From an optimization exercise on the open Yosys and OpenROAD flow, aimed at small area and few clock cycles per item; shortcuts taken in it are not production practice. Only simulation tests tie the RTL to the original design; equivalence was not proved. Power is estimated from default activity; no workload was simulated.

## flow/design.v (module list and top-level ports; edited modules follow where they fit)
// module pipeline_division: 2551 lines
module pipeline_division #(
  parameter int DIVINDED_WIDTH = 32,
  parameter int DIVISOR_WIDTH  = 32
)(
  input                           clk_i,
  input                           rst_i,
  input  [DIVINDED_WIDTH - 1 : 0] divinded_i,
  input  [DIVISOR_WIDTH - 1 : 0]  divisor_i,
  input                           valid_i,
  output                          ready_o,
  output [DIVINDED_WIDTH - 1 : 0] quotient_o,
  output [DIVISOR_WIDTH - 1 : 0]  reminder_o,
  output                          valid_o,
  input                           ready_i
);
  // ...
==> flow/run.sh <==
#!/bin/bash
# synth_recipe.tcl (not shown) runs the flow's synth.tcl, then flattens the netlist and writes it again
# the make line also repeats each setting of config.mk as NAME=value (left out here)
make -C /OpenROAD-flow-scripts/flow DESIGN_CONFIG=/design/flow/config.mk WORK_HOME=/design/flow/orfs CLKGATE_MAP_FILE= SYNTH_SCRIPT=/design/flow/synth_recipe.tcl finish
==> flow/config.mk <==
export PLATFORM = sky130hd
export DESIGN_NAME = pipeline_division
export DESIGN_NICKNAME = pipeline_division
export VERILOG_FILES = /design/flow/design.v
export SDC_FILE = /design/flow/constraint.sdc
export NUM_CORES = 4
export LEC_CHECK = 0
export ABC_AREA = 1
export CAP_MARGIN = 20
export CORE_MARGIN = 2
export CORE_UTILIZATION = 45
export PLACE_DENSITY = 0.6
export SLEW_MARGIN = 20
==> flow/constraint.sdc <==
create_clock -name core_clock -period 5.0 [get_ports {clk_i}]
set_input_delay 1.0000 -clock core_clock [delete_from_list [all_inputs] [get_ports {clk_i}]]
set_output_delay 1.0000 -clock core_clock [all_outputs]
set_load 0.01 [all_outputs]
==> flow_summary.yaml, run 1 <==
status:
  outcome: "complete, no violations"
setup_path:
  path_depth: 21
  arrival_ns: 3.87
  crit_end: "reminder_o[4]"
  path_buf_inv: 5
  crit_type: "register to output pin"
  ff2ff_path_depth: 25
grt:
  grt_use_met2_pct: 38.10
  met3_usage_pct: 2.552
  grt_use_met1_pct: 17.57
detailed_routing:
  routed_wl_um: 151900
  wl_met3_um: 4219
  vias: 54717
cts:
  cts.root.buffer_cell: "clkbuf_16"
floorplan:
  die_w_um: 400.4
  die-area_um2: 160300
  die_h_um: 400.4
pwr:
  p_seq_mw: 21.0
  finalPower_mw: 62.12
  clk-power_mw: 10.6
final_layout:
  multi_input_area_um2: 28700
  buffers: 224
  largest_cell_class: "registers"
synthesis:
  async_reset_ff_share_pct: 1.220
  synth_ff_type: "edfxtp_1"
sta:
  fin_skew_ns: 0.04525
  holdWs_ns: 0.3905
  finalSetupViolCount: 0
Testbench counts, summed over its fixed seeds: cycles 4,060, items 4,000.
==> run 2: changes to the inputs <==
--- a/flow/config.mk
+++ b/flow/config.mk
@@ -8,6 +8,8 @@
 export ABC_AREA = 1
 export CAP_MARGIN = 20
 export CORE_MARGIN = 2
-export CORE_UTILIZATION = 45
-export PLACE_DENSITY = 0.6
+export CORE_UTILIZATION = 65
+export CTS_BUF_LIST = sky130_fd_sc_hd__clkbuf_8
+export CTS_CLUSTER_SIZE = 20
+export PLACE_DENSITY = 0.75
 export SLEW_MARGIN = 20
==> run 2 against run 1 <==
- still clean on timing, DRC and antenna
- flip-flop and latch count is the same
- via count increased by 2.4%
- die area down 30%
- utilization increased by 21 points
- setup slack got worse by 0.0051 ns
- maximum frequency is 0.10% lower
==> flow_summary.yaml, run 2 <==
status:
  outcome: "complete, no violations"
setup_path:
  cp-end-kind: "output pin"
  cp_top_family: "buffers and inverters"
  r2r_start: "dv_11[7]$_DFFE_PP_"
  critPathLaunchType: "register"
  crit_type: "register to output pin"
  arrival_ns: 3.88
  crit_chain: "inv_1 > nand2_2 > nand2_1 > a21oi_2 > nand2_1 > o21ai_2 > o21ai_2 > nand2_2 > o21ai_4 > inv_2 > o21ai_4 > a21oi_2 > inv_2 > nand2_4 > nand2_8 > nand3_1 > nand2_2 > inv_8 > nand3_1 > xor2_1 > clkdlybuf4s50_1"
  startpoint: "sh_14[31]$_DFFE_PP_"
  crit_slowest_cell: "clkdlybuf4s50_1"
  cp_data_required_time_ns: 4.00
  slowest_delay_ns: 0.54
  cpMostUsedCell: "nand2_2"
  worstPathMaxFanout: 26
  path_buf_inv: 5
final_layout:
  fin_nets: 8774
  syn2layout_area_growth_pct: 9.922
  most-common-layout-cells: "2782 x nand2_1, 1215 x edfxtp_1, 1045 x inv_1"
  final_common_cell: "nand2_1"
  layout-drive-gt1-share_pct: 9.716
synthesis:
  synth.distinct_cells: 64
  synth_edf_count: 1215
  yosysTopAreaCellShare_pct: 51.59
  synth_ff_type: "edfxtp_1"
  synth_most_common_cell: "nand2_1"
  synthTopCellsByArea: "edfxtp_1 52%, nand2_1 15%, nand3_1 5.7%, inv_1 5.3%, nor2_1 3.5%"
  async_reset_ff_share_pct: 1.220
  yosys-top-cells-count: "2789 x nand2_1, 1215 x edfxtp_1, 997 x inv_1"
  syn_avg_cell_area_um2: 8.409
  yosys.area.top_type: "edfxtp_1"
  synth_seq_cells: 1230
  synthCells: 8410
  syn_area_um2: 70720
  yosysSeqAreaShare_pct: 52.12
  yosys_warnings: 1
  synth_nets: 8478
cts:
  cts.root.buffer_cell: "clkbuf_8"
  cts_buffer_depth: 3
  insertion_delay_ns: 0.91
  htreeDepth: 4
  cts_tree: "yes"
  cts_buffers: 194
  clkSinkCount: 1230
  ctsHoldBuffers: 0
  cts.clk_slew.worst_paths_ns: 0.06
placement:
  place_ws_ns: 0.1280
  dp_hpwl_um: 115400
  place.gp.congestion: 0.9314
  port_buffers: 133
pwr:
  powerDensity_nw_per_um2: 774.9
  leakagePower_nw: 36.05
  irDropWorstVdd_v: 0.0005061
worst_hold_path:
  hold_path.class: "register to register"
  min_from: "sh_8[19]$_DFFE_PP_"
grt:
  grt_pass1_wl_um: 246900
  grtUsageTotal_pct: 27.12
  antenna_found_initial: 5
  grt_max_degree: 163
  grt_pass1_vias: 54329
  grt.overflow.total: 0
floorplan:
  die-area_um2: 111500
  initial_utilization_pct: 65.24
  die_h_um: 333.9
  io_pins: 134
  core-area_um2: 108400
  row_count: 121
  die_w_um: 333.9
sta:
  hold_viol_final: 0
  period_minus_slack_ns: 4.876
  layout_setup_ws_ns: 0.1242
  tightest_slew_ns: 1.016
  rsz0062_at_grt: "yes"
  slew-limit-headroom_pct: 32.25
  slew_violations: 0
  fmax_mhz: 205.1
  finalSetupViolCount: 0
  period_share_pct: 97.52
  fin_skew_ns: 0.05953
  holdWs_ns: 0.3673
detailed_routing:
  ant_nets: 0
  vias: 56040
  drtIter0Drc: 3345
  viasPerCell: 5.453
  wl_per_cell_um: 14.60
  drt_pre_antenna_iters: 7
  routed_wl_um: 150100
  drc: 0
run:
  drv_cap: 0
## run 2: cell counts after synthesis
Identical to the previous run, type by type.
## run 2: final timing paths
path	to	cells past startpoint	slack, ns
min in group asynchronous	vld[0]$_DFFE_PP0P_	2	0.48
worst max-delay path	reminder_o[5]	21	0.12
worst max register to register	rem_12[8]$_DFFE_PP_	25	0.53
worst min register to register	sh_9[21]$_DFFE_PP_	0	0.37
max in group asynchronous	vld[11]$_DFFE_PP0P_	2	4.15
worst min-delay path	sh_9[21]$_DFFE_PP_	0	0.37
## run 2: layout make-up
type                       instances  area, µm²
antenna                            1      2.502
clock buffer                     198       2725
clock inverter                   154       1252
fill                            8041      30660
inverter                        1137       4300
multi-input combinational       5935      28740
sequential                      1230      36860
tap                             1414       1769
timing repair buffer             208       2087
## run 2: routing by layer
layer	wire (µm)	GRT usage, %	up-vias
li1	-	-	28490
met3	4808	3.334	457
met2	82490	53.35	1264
met1	53160	26.16	25829
met4	9633	17.89	0
met5	0	0	-
## run 2: power breakdown
part / internal [mW] / total [mW] / leakage [nW] / switching [mW]
sequential: 17.7 / 21.1 / 12.5 / 3.40
combinational: 10.1 / 30.5 / 21.3 / 20.4
clock: 4.56 / 8.63 / 2.20 / 4.08
## run 2: kinds of logic (layout without fill, tap and decap cells)
group	Yosys count	in the layout	share of synthesized area, %
AOI/OAI and AO/OA	746	746	6.052
other	0	1	0
buffers and inverters	1245	1697	7.397
DFF	1230	1230	52.12
and+or+nand+nor	4891	4891	30.58
xor gates and xnor gates	285	285	3.646
adders and majority gates	2	2	0.02831
muxes	11	11	0.1752
## run 2: worst register-to-register path, delay by kind of cell, from the launching register on
family | cells | cell delay (ns)
AO/OA/AOI/OAI | 1 | 0.10
XOR/XNOR | 1 | 0.15
buffers and inverters | 3 | 0.66
flip-flops | 1 | 0.47
AND/OR/NAND/NOR | 20 | 2.83
## run 2: through the flow
stage / area [µm²] / instances / setup TNS [ns] / util [%] / power [mW]
after global routing: 77740 / 10277 / -0.2105 / 71.71 / 65.65
after global placement: 73580 / 9916 / 0 / 67.88 / 50.19
after floorplan: 70770 / 8410 / -0.05792 / - / 43.97
after CTS: 77620 / 10271 / -0.6616 / 71.61 / 60.15
final: 77740 / 10277 / 0 / 71.71 / 60.24
after detailed placement: 73600 / 9917 / 0 / 67.89 / 51.43
## run 2: repair_timing
action	CTS	global route
pin swaps	2	4
cloned	0	1
gates resized for setup	48	26
buffers inserted	2	4
setup endpoints to repair	33	48

-- static timing again, ports no longer ideal --
The flow's constraints put no driver on any port. The routed layouts listed below were extracted and timed again, unchanged, in two steps. Step 1 sets driving cells, clkbuf_16 on the clock port and buf_2 on the other inputs (assumed; they add their load-dependent delay and slew). Step 2, shift: input delay + t, output delay - t, t = (earliest + latest rising clock arrival at the registers) / 2. This alone moves slack from input paths to output paths. Three values: no drivers, after step 1, after step 2; two values: the first two.
run	t (ns)	setup slack, ns	hold WS [ns]	worst register clock-pin slew, ns	worst data-port slew with drivers (ns)
run 1	0.852	0.129 / 0.049 / 0.612	0.390 / 0.390 / 0.390	0.07 / 0.07	0.05
run 2	0.951	0.124 / 0.052 / 0.531	0.367 / 0.367 / 0.367	0.07 / 0.07	0.09
After both steps every run listed still meets setup and hold.
